Source: an optimization exercise on an open RTL-to-GDS flow (aim: small area). Production flows keep margins and buffers that such runs may drop. Only simulation tests tie the RTL to the original design; equivalence was not proved. In this run the design's own scripts or RTL, not TritonCTS, make the clock network. The clock port is modelled as an ideal driver, which makes a skipped or thinned clock tree look cheaper than it is; a real chip needs a root buffer or a tree. Power is estimated from default activity; no workload was simulated.

$ cat flow/config.mk
export PLATFORM = sky130hd
export DESIGN_NAME = top_control
export DESIGN_NICKNAME = top_control
export VERILOG_FILES = /design/flow/design.v
export SDC_FILE = /design/flow/constraint.sdc
export NUM_CORES = 4
export LEC_CHECK = 0
export CAP_MARGIN = 20
export CORE_MARGIN = 2
export CORE_UTILIZATION = 65
export SLEW_MARGIN = 20
$ cat flow/constraint.sdc
create_clock -name core_clock -period 10.0 [get_ports {clk}]
set_input_delay 2.0000 -clock core_clock [delete_from_list [all_inputs] [get_ports {clk}]]
set_output_delay 2.0000 -clock core_clock [all_outputs]
set_load 0.01 [all_outputs]
$ cat flow/design.v
`timescale 1ns / 1ps
module clkdiv(
    input wire clk,
    input wire clr,
    output wire ce25
    );
	reg t;
	always @(posedge clk or posedge clr)
		if (clr)
			t <= 1'b0;
		else
			t <= ~t;
	assign ce25 = ~t;
endmodule
`timescale 1ns / 1ps
module key_ctrl(
    input wire clk,
    input wire ce25,
    input wire clr,
    input wire kbClk,
    input wire kbData,
    output reg [2:0] k1,
    output reg k2f0
    );
	reg cv, dv;
	reg [1:0] cc, dc;
	reg cF, dF;
	always @(posedge clk or posedge clr)
		if (clr) begin
			cv <= 1'b0;
			dv <= 1'b0;
			cc <= 2'd2;
			dc <= 2'd2;
			cF <= 1'b1;
			dF <= 1'b1;
		end else if (ce25) begin
			cv <= kbClk;
			dv <= kbData;
			cc <= (kbClk != cv) ? 2'd0 : (cc == 2'd3) ? 2'd3 : cc + 2'd1;
			dc <= (kbData != dv) ? 2'd0 : (dc == 2'd3) ? 2'd3 : dc + 2'd1;
			if (cc == 2'd3) cF <= cv;
			if (dc == 2'd3) dF <= dv;
		end
	reg [1:0] fr;
	reg hi;
	reg [3:0] bc;
	reg [3:0] r;
	function [2:0] lowcls(input [3:0] lo, input d4);
		case ({lo, d4})
			5'b1101_1: lowcls = 3'b001;	 
			5'b1100_1: lowcls = 3'b010;	 
			5'b1011_1: lowcls = 3'b100;	 
			5'b0011_0: lowcls = 3'b110;	 
			5'b0000_0: lowcls = 3'b111;	 
			5'b0000_1: lowcls = 3'b011;	 
			default:   lowcls = 3'b000;
		endcase
	endfunction
	wire ehi = (r[1] & r[0]) | (r[2] & r[1] & ~r[0] & (bc == 4'd6));
	always @(posedge clk)
		if (ce25 && fr != 2'd0 && !hi && !cF && bc != 4'd0 && bc <= 4'd8) begin
			if (bc <= 4'd4)
				r <= {dF, r[3:1]};
			else if (bc == 4'd5)
				r <= {1'b0, lowcls(r, dF)};
			else if (dF != ehi)
				r <= 4'd0;
		end
	wire isF0 = (r[2:0] == 3'b011);
	always @(posedge clk or posedge clr)
		if (clr) begin
			fr <= 2'd0;
			hi <= 1'b0;
			bc <= 4'd0;
			k1 <= 3'd0;
			k2f0 <= 1'b0;
		end else if (ce25) begin
			if (fr == 2'd0) begin
				if (!dF) fr <= 2'd1;
			end else if (hi) begin
				if (cF) begin
					hi <= 1'b0;
					bc <= bc + 4'd1;
				end
			end else if (bc < 4'd11) begin
				if (!cF) hi <= 1'b1;
			end else if (bc == 4'd11) begin
				bc <= 4'd12;
			end else if (bc == 4'd12) begin
				if (fr == 2'd2) begin
					k2f0 <= isF0;
					bc <= 4'd13;
				end else begin
					if (fr == 2'd1) k1 <= isF0 ? 3'b000 : r[2:0];
					fr <= (fr == 2'd1) ? 2'd2 : 2'd1;
					bc <= 4'd0;
				end
			end else begin
				bc <= 4'd0;
				if (k2f0) fr <= 2'd3;
				else if (k1[1] & k1[0]) fr <= 2'd1;	 
				else fr <= 2'd2;
			end
		end
endmodule
`timescale 1ns / 1ps
module sev_seg(
    input clock,
    input reset,
    input [3:0] digit3,
    input [3:0] digit2,
    input [3:0] digit1,
    input [3:0] digit0,
    input blank,             
    output [7:0] s,
    output dp,
    output [3:0] an
    );
	reg [15:0] lf;
	reg [1:0] q;
	wire z = ~|lf[14:0];
	wire fb = lf[15] ^ lf[13] ^ lf[12] ^ lf[10] ^ z;
	wire wrap = lf[15] & z;
	always @(posedge clock or posedge reset)
		if (reset) begin
			lf <= 16'd0;
			q <= 2'd0;
		end else begin
			lf <= {lf[14:0], fb};
			if (wrap) q <= q + 2'd1;
		end
	reg [3:0] dg;
	always @(*)
		case (q)
			2'd0: dg = digit0;
			2'd1: dg = digit1;
			2'd2: dg = digit2;
			default: dg = digit3;
		endcase
	wire [3:0] v = blank ? 4'd0 : dg;
	reg [6:0] temp;
	always @(*)
		case (v)
			4'd0 : temp = 7'b1000000;
			4'd1 : temp = 7'b1111001;
			4'd2 : temp = 7'b0100100;
			4'd3 : temp = 7'b0110000;
			4'd4 : temp = 7'b0011001;
			4'd5 : temp = 7'b0010010;
			4'd6 : temp = 7'b0000010;
			4'd7 : temp = 7'b1111000;
			4'd8 : temp = 7'b0000000;
			4'd9 : temp = 7'b0010000;
			4'd10 : temp = 7'b0001100;
			4'd11 : temp = 7'b0111000;
			4'd12 : temp = 7'b0010000;
			4'd13 : temp = 7'b0010010;
			4'd14 : temp = 7'b0001010;
			default : temp = 7'b1111000;
		endcase
	assign s = {1'b0, temp};
	assign an = ~(4'b0001 << q);
	assign dp = ~(q == 2'd3);
endmodule
`timescale 1ns / 1ps
module top_control(
    input kbClk,
    input kbData,
    input clk,
    input clr,
    output [7:0] seg,
    output [3:0] anode,
    output dec
    );
wire keyCe;
wire [2:0] k1;
wire k2f0;
clkdiv U1 (.clk(clk), .clr(clr), .ce25(keyCe));
key_ctrl U2 (.clk(clk), .ce25(keyCe), .clr(clr), .kbClk(kbClk), .kbData(kbData),
		.k1(k1), .k2f0(k2f0));
	wire kW = k1[0] & ~k1[2];		 
	wire kA = k1[1] & ~k1[2];		 
	wire kS = k1[2] & ~k1[1];		 
	wire kD = k1[2] & k1[1] & ~k1[0] & k2f0;	 
	localparam [2:0] IDLE = 3'd0, INC = 3'd4, TSTART = 3'd2, RUN = 3'd3, STOP = 3'd1;
	reg [2:0] st, stn;
	always @(*)
		case (st)
			IDLE:    stn = kD ? INC : (kA ? TSTART : IDLE);
			INC:     stn = STOP;
			TSTART:  stn = RUN;
			RUN:     stn = kS ? STOP : RUN;
			STOP:    stn = kA ? RUN : STOP;
			default: stn = IDLE;
		endcase
	always @(posedge clk or posedge clr)
		if (clr)
			st <= IDLE;
		else if (kW)
			st <= IDLE;
		else
			st <= stn;
	wire idle = (st == IDLE);
	wire blank = idle & ~kD;
	wire run = (st == TSTART) | ((st == RUN) & ~kS) | ((st == STOP) & kA);
	localparam [16:0] TEND = 17'd43223;
	reg [16:0] tk;
	wire click = (tk == TEND);
	wire tkeep = ~kW & ~click & ~idle;
	wire tstep = tkeep & run;
	wire thold = tkeep & ~run;
	wire [16:0] tnx = {tk[15:0], ~(tk[16] ^ tk[13])};
	always @(posedge clk)
		tk <= ({17{tstep}} & tnx) | ({17{thold}} & tk);
	function [3:0] bcdnext(input [3:0] d, input ci, input w);
		reg [3:0] t;
		begin
			t[0] = ci;
			t[1] = ci & d[0] & ~d[3];
			t[2] = ci & d[0] & d[1];
			t[3] = ci & d[0] & (d[3] | (d[2] & d[1]));
			bcdnext = (d ^ t) & {4{~w}};
		end
	endfunction
	reg [3:0] c0, c1, c2, c3;
	wire i0 = kD | click;
	wire i1 = i0 & c0[3] & c0[0];
	wire i2 = i1 & c1[3] & c1[0];
	wire i3 = i2 & c2[3] & c2[0];
	wire cw = kW | blank;
	always @(posedge clk) begin
		c0 <= bcdnext(c0, i0, cw);
		c1 <= bcdnext(c1, i1, cw);
		c2 <= bcdnext(c2, i2, cw);
		c3 <= bcdnext(c3, i3, cw);
	end
sev_seg U3 (.clock(clk), .reset(clr), .digit0(c0), .digit1(c1), .digit2(c2), .digit3(c3),
		.blank(blank), .s(seg), .dp(dec), .an(anode));
endmodule
$ cat flow/flow/run.sh
#!/bin/bash
# Standard ORFS flow with an area-oriented synthesis: no adder extraction,
# and an ABC script of our own (flow/abc_area.script). Port buffers use buf_1.
# The clock tree is flow/clock_tree.tcl (four clkbuf_8 fed by the clock
# port) in place of clock_tree_synthesis; the rest of the CTS step is ORFS's.
set -euo pipefail
W=$(pwd)
rm -rf "$W/scripts_mod"
cp -r "$FLOW_HOME/scripts" "$W/scripts_mod"
cp "$W/flow/abc_area.script" "$W/scripts_mod/abc_area.script"
grep -q '^log_cmd clock_tree_synthesis {\*}\$cts_args$' "$W/scripts_mod/cts.tcl"
sed -i "s#^log_cmd clock_tree_synthesis {\*}\$cts_args\$#source $W/flow/clock_tree.tcl#" "$W/scripts_mod/cts.tcl"
grep -q "^source $W/flow/clock_tree.tcl\$" "$W/scripts_mod/cts.tcl"
bash standard.sh ADDER_MAP_FILE= ABC_AREA=1 SCRIPTS_DIR="$W/scripts_mod" \
  "BUFFER_PORTS_ARGS=-buffer_cell sky130_fd_sc_hd__buf_1" finish > "$W/flow_make.log" 2>&1
$ cat flow/flow/abc_area.script
&get -n
&st
&deepsyn -J 200 -T 300
&dch -f
&nf -R 1000
&put
topo
$ cat flow/flow/clock_tree.tcl
# Clock tree of our own, in place of clock_tree_synthesis: the clock port
# drives four clkbuf_8, each driving the flip-flops of one quarter of the
# placed design (split in two by x, then each half in two by y).
set ct_buf sky130_fd_sc_hd__clkbuf_8
set ct_block [ord::get_db_block]
set ct_sinks {}
foreach it [[$ct_block findNet clk] getITerms] {
  set inst [$it getInst]
  set bb [$inst getBBox]
  lappend ct_sinks [list [expr {([$bb xMin] + [$bb xMax]) / 2}] [expr {([$bb yMin] + [$bb yMax]) / 2}] \
    "[$inst getName]/[[$it getMTerm] getName]"]
}
puts "clock_tree: [llength $ct_sinks] sinks"
set ct_sinks [lsort -integer -index 0 $ct_sinks]
set ct_n [llength $ct_sinks]
set ct_g 0
for {set i 0} {$i < 2} {incr i} {
  set col [lsort -integer -index 1 [lrange $ct_sinks [expr {$i * $ct_n / 2}] [expr {($i + 1) * $ct_n / 2 - 1}]]]
  set m [llength $col]
  for {set j 0} {$j < 2} {incr j} {
    set grp [lrange $col [expr {$j * $m / 2}] [expr {($j + 1) * $m / 2 - 1}]]
    set sx 0
    set sy 0
    set pins {}
    foreach s $grp {
      set sx [expr {$sx + [lindex $s 0]}]
      set sy [expr {$sy + [lindex $s 1]}]
      lappend pins [get_pins [lindex $s 2]]
    }
    set cx [expr {$sx / [llength $grp] / 1000.0}]
    set cy [expr {$sy / [llength $grp] / 1000.0}]
    puts "clock_tree: clkbuf_m$ct_g drives [llength $grp] sinks at ($cx, $cy)"
    insert_buffer -buffer_cell $ct_buf -net clk -load_pins $pins -location [list $cx $cy] \
      -buffer_name clkbuf_m$ct_g -net_name clknet_m$ct_g
    incr ct_g
  }
}
set_propagated_clock [all_clocks]
$ cat flow/standard.sh
#!/bin/bash
# synth_recipe.tcl (not shown) runs the flow's synth.tcl, then flattens the netlist and writes it again
# the make line also repeats each setting of config.mk as NAME=value (left out here)
make -C /OpenROAD-flow-scripts/flow DESIGN_CONFIG=/design/flow/config.mk WORK_HOME=/design/flow/orfs CLKGATE_MAP_FILE= SYNTH_SCRIPT=/design/flow/synth_recipe.tcl "${@:-finish}"
==> results.py <==
metrics = {
    "min_path": {
        "min_path_cells": 0,
        "hold_path.class": "flop to flop",
        "hold_end": "U3.lf[10]",
        "min_from": "U3.lf[9]",
    },
    "pwr": {
        "p_int_mw": 0.451,
        "clkPwrFrac": 0.166,
        "p_total_mw": 0.671,
        "power_density_mw_per_mm2": 200,
        "power_frac_seq": 0.605,
        "swShare": 0.327,
        "p_switching_mw": 0.219,
        "pwr-share-comb": 0.229,
        "ir_drop_uv": 150,
        "power.leakage_nw": 1.30,
    },
    "floorplanning": {
        "initial_core_util": 0.670,
        "io_pins": 17,
        "die_h_um": 73.8,
        "rows": 25,
        "die_w_um": 73.8,
        "die_area_sq_mm": 0.00544,
        "core_area_sq_mm": 0.00472,
    },
    "setup_path": {
        "endpoint_kind": "primary output",
        "crit_fanout": 8,
        "startpoint_type": "flop",
        "crit_type": "flop to primary output",
        "r2r_start": "tk[8]",
        "crit_chain": "or2_0, o221ai_1, a31oi_1, o21ai_0, nor2_1, a31o_1, buf_1",
        "required_ns": 8.00,
        "r2r_slack_ns": 7.28,
        "timing.rr.end": "c3[3]",
        "reg2reg_depth": 12,
        "critical_path.slowest_cell": "dfrtp_1",
        "cpPeakStageDelay_ns": 0.50,
        "arrival_ns": 2.14,
    },
    "logic_synthesis": {
        "syn-instance-count": 316,
        "synth-edff-count": 4,
        "syn-num-nets": 320,
        "yosys_register_bits": 78,
        "synth.avg_cell_area_sq_um": 10.0,
        "synth_top_area_share": 0.293,
        "yosys_most_used_dff": "dfrtp_1",
        "async_flop_share": 0.526,
        "syn_area_sq_mm": 0.00316,
        "synth_area_leaders": "dfrtp_1, dfxtp_1, a22o_1",
        "ys.warnings.count": 4,
        "seq_area_frac_synth": 0.573,
        "synth.largest_area_cell": "dfrtp_1",
        "synth_cell_types": 39,
    },
    "sta": {
        "fin_crit_sh": 0.414,
        "clock_skew_ns": 0.0182,
        "worst_slack_ns": 5.86,
        "fmax_ghz": 0.242,
        "hold_viol": 0,
        "setup_violations": 0,
        "setup-tns-final_ns": 0,
        "rsz0062_at_grt": "false",
        "finalMaxSlewViolations": 0,
        "fin_crit_ns": 4.14,
        "worstMarginPinSlew_ns": 1.08,
        "relSlewSlack": 0.277,
    },
    "detailed_routing": {
        "drtPass1Iterations": 4,
        "avgRoutedWirePerCell_um": 13.2,
        "dr_total_vias": 2315,
        "drt_iter0_markers": 151,
        "wirelength_mm": 5.29,
        "ant_nets": 0,
        "drc": 0,
        "viasPerCell": 5.77,
    },
    "finish": {
        "final_common_cell": "nor2_1",
        "layoutNonFillerInstCount": 401,
        "layout-drive-gt1-share": 0.0299,
        "finish.utilization": 0.709,
        "mostFrequentLayoutCells": "nor2_1, dfrtp_1, dfxtp_1",
        "fin_nets": 340,
        "synthToLayoutAreaGrowth_pct": 5.93,
        "antennaDiodeCount": 0,
    },
    "run_status": {
        "status": "timing/DRC/antenna clean",
    },
    "cts": {
        "cts_hold_buf": 0,
        "cts_setup_buffers": 0,
        "clk_latency_ns": 0.17,
        "cts.clk_slew.worst_paths_ns": 0.12,
        "cts_resized": 0,
    },
    "placed_design": {
        "gp_congestion": 0.839,
        "dp.cells": 397,
        "port_buffers": 15,
        "dp_hpwl_mm": 3.84,
        "post-place-ws_ns": 6.13,
    },
    "global_route": {
        "grt_pass1_wl_mm": 9.18,
        "grt_pass1_vias": 2071,
        "grt_max_degree": 42,
        "grt-ovfl-total": 0,
        "antenna_found_initial": 0,
        "grtUsageTotal": 0.204,
    },
    "job": {
        "drv_cap": 0,
    },
}
worst max-delay path, delay by kind of cell (launching register included):
kind	cells	cell delay, ns
buffers and inverters	1	0.16
and+or+nand+nor	2	0.45
DFF	1	0.50
AOI/OAI and AO/OA	4	0.84
how the worst max path moves through the flow:
stage | to | cells after the start | from | slack, ns
detailed placement | seg[3] | 7 | U3.q[0] | 6.13
floorplan | seg[3] | 6 | U3.q[0] | 6.24
global route | seg[5] | 8 | U3.q[0] | 5.66
global placement | seg[3] | 7 | U3.q[0] | 6.22
CTS | seg[3] | 7 | U3.q[0] | 5.91
finish | seg[3] | 7 | U3.q[0] | 5.86
area by class of cell, clock buffers not listed:
cell class / instances / area [sq um]
Sequential cell: 78 / 1810
Fill cell: 371 / 1370
Tap cell: 67 / 83.8
Timing Repair Buffer: 16 / 63.8
Multi-Input combinational cell: 222 / 1280
Inverter: 14 / 52.6
cells by family after synthesis:
family / share of synthesized area
muxes: 0.0249
AOI/OAI and AO/OA: 0.169
buffers and inverters: 0.0214
xor gates and xnor gates: 0.0166
DFF: 0.573
and+or+nand+nor: 0.195
other: 0.00119
Yosys cell counts, types with 2 or more instances:
| library cell | count |
|---|---|
| a22o_1 | 18 |
| or2_0 | 2 |
| or3_1 | 2 |
| edfxtp_1 | 4 |
| dfrtp_1 | 37 |
| nand3_1 | 6 |
| nor2b_1 | 7 |
| o22ai_1 | 3 |
| mux2_1 | 5 |
| and2_0 | 3 |
| a31oi_1 | 6 |
| dfstp_2 | 4 |
| a211oi_1 | 6 |
| xnor2_1 | 4 |
| a22oi_1 | 2 |
| nor3_1 | 21 |
| xor2_1 | 2 |
| nand2b_1 | 5 |
| nor2_1 | 38 |
| dfxtp_1 | 33 |
| nor4_1 | 4 |
| a21oi_1 | 25 |
| clkinv_1 | 14 |
| and3_1 | 12 |
| buf_4 | 2 |
| o21ai_0 | 17 |
| nand2_1 | 20 |
| nand4_1 | 3 |
power by group through the flow:
stage	Combinational, mW	Sequential, mW	Clock (mW)
after floorplan	0.125	0.399	0
final	0.154	0.406	0.111
after CTS	0.154	0.406	0.114
after detailed placement	0.153	0.412	0
after global placement	0.150	0.412	0
after global routing	0.175	0.414	0.125
stage by stage:
| stage | area [sq um] | hold WS [ns] |
|---|---|---|
| 4_1_cts | 3350 | 0.392 |
| 3_3_place_gp | 3300 | 0.357 |
| 3_5_place_dp | 3300 | 0.361 |
| 2_1_floorplan | 3160 | 0.354 |
| 6_report | 3350 | 0.387 |
| 5_1_grt | 3350 | 0.398 |
layer usage:
metal | routed length (um) | global-route usage | vias to the layer above | share of wire
li1 | - | - | 1181 | -
met1 | 2670 | 0.309 | 1099 | 0.51
met2 | 2430 | 0.336 | 26 | 0.46
met3 | 119 | 0.0123 | 9 | 0.023
met4 | 70 | 0.0263 | 0 | 0.013
met5 | 0 | 0 | - | 0
registers in the layout (all words and copies together) (netlist names), 4 cells and up:
| name | flops |
|---|---|
| U2.r | 4 |
| tk | 17 |
| c0 | 4 |
| U3.lf | 16 |
| c1 | 4 |
| c3 | 4 |
| c2 | 4 |
| U2.bc | 4 |

==> static timing again, ports no longer ideal <==
No port has a modelled driver above. Below, the same layout with a new extraction and two added sets of constraints.
Step 1, drivers: a clkbuf_16 drives clk and a buf_2 each remaining input, both assumed.
Step 2 times the ports against the registers' clock, not the clock port: input delays grow and output delays shrink by t, the midpoint of the rising clock arrivals with the driver on.
Three values: no drivers, after step 1, after step 2; two values: the first two.
t, ns: 0.217
slack for setup (ns): 5.865 / 5.811 / 6.028
worst setup path at the end: register to output
latest minus earliest clock arrival (ns): 0.018 / 0.018
After both steps setup and hold are still met in this run. For this run, drivers alone change the setup slack by -0.054 ns; drivers and shift together by +0.163 ns.
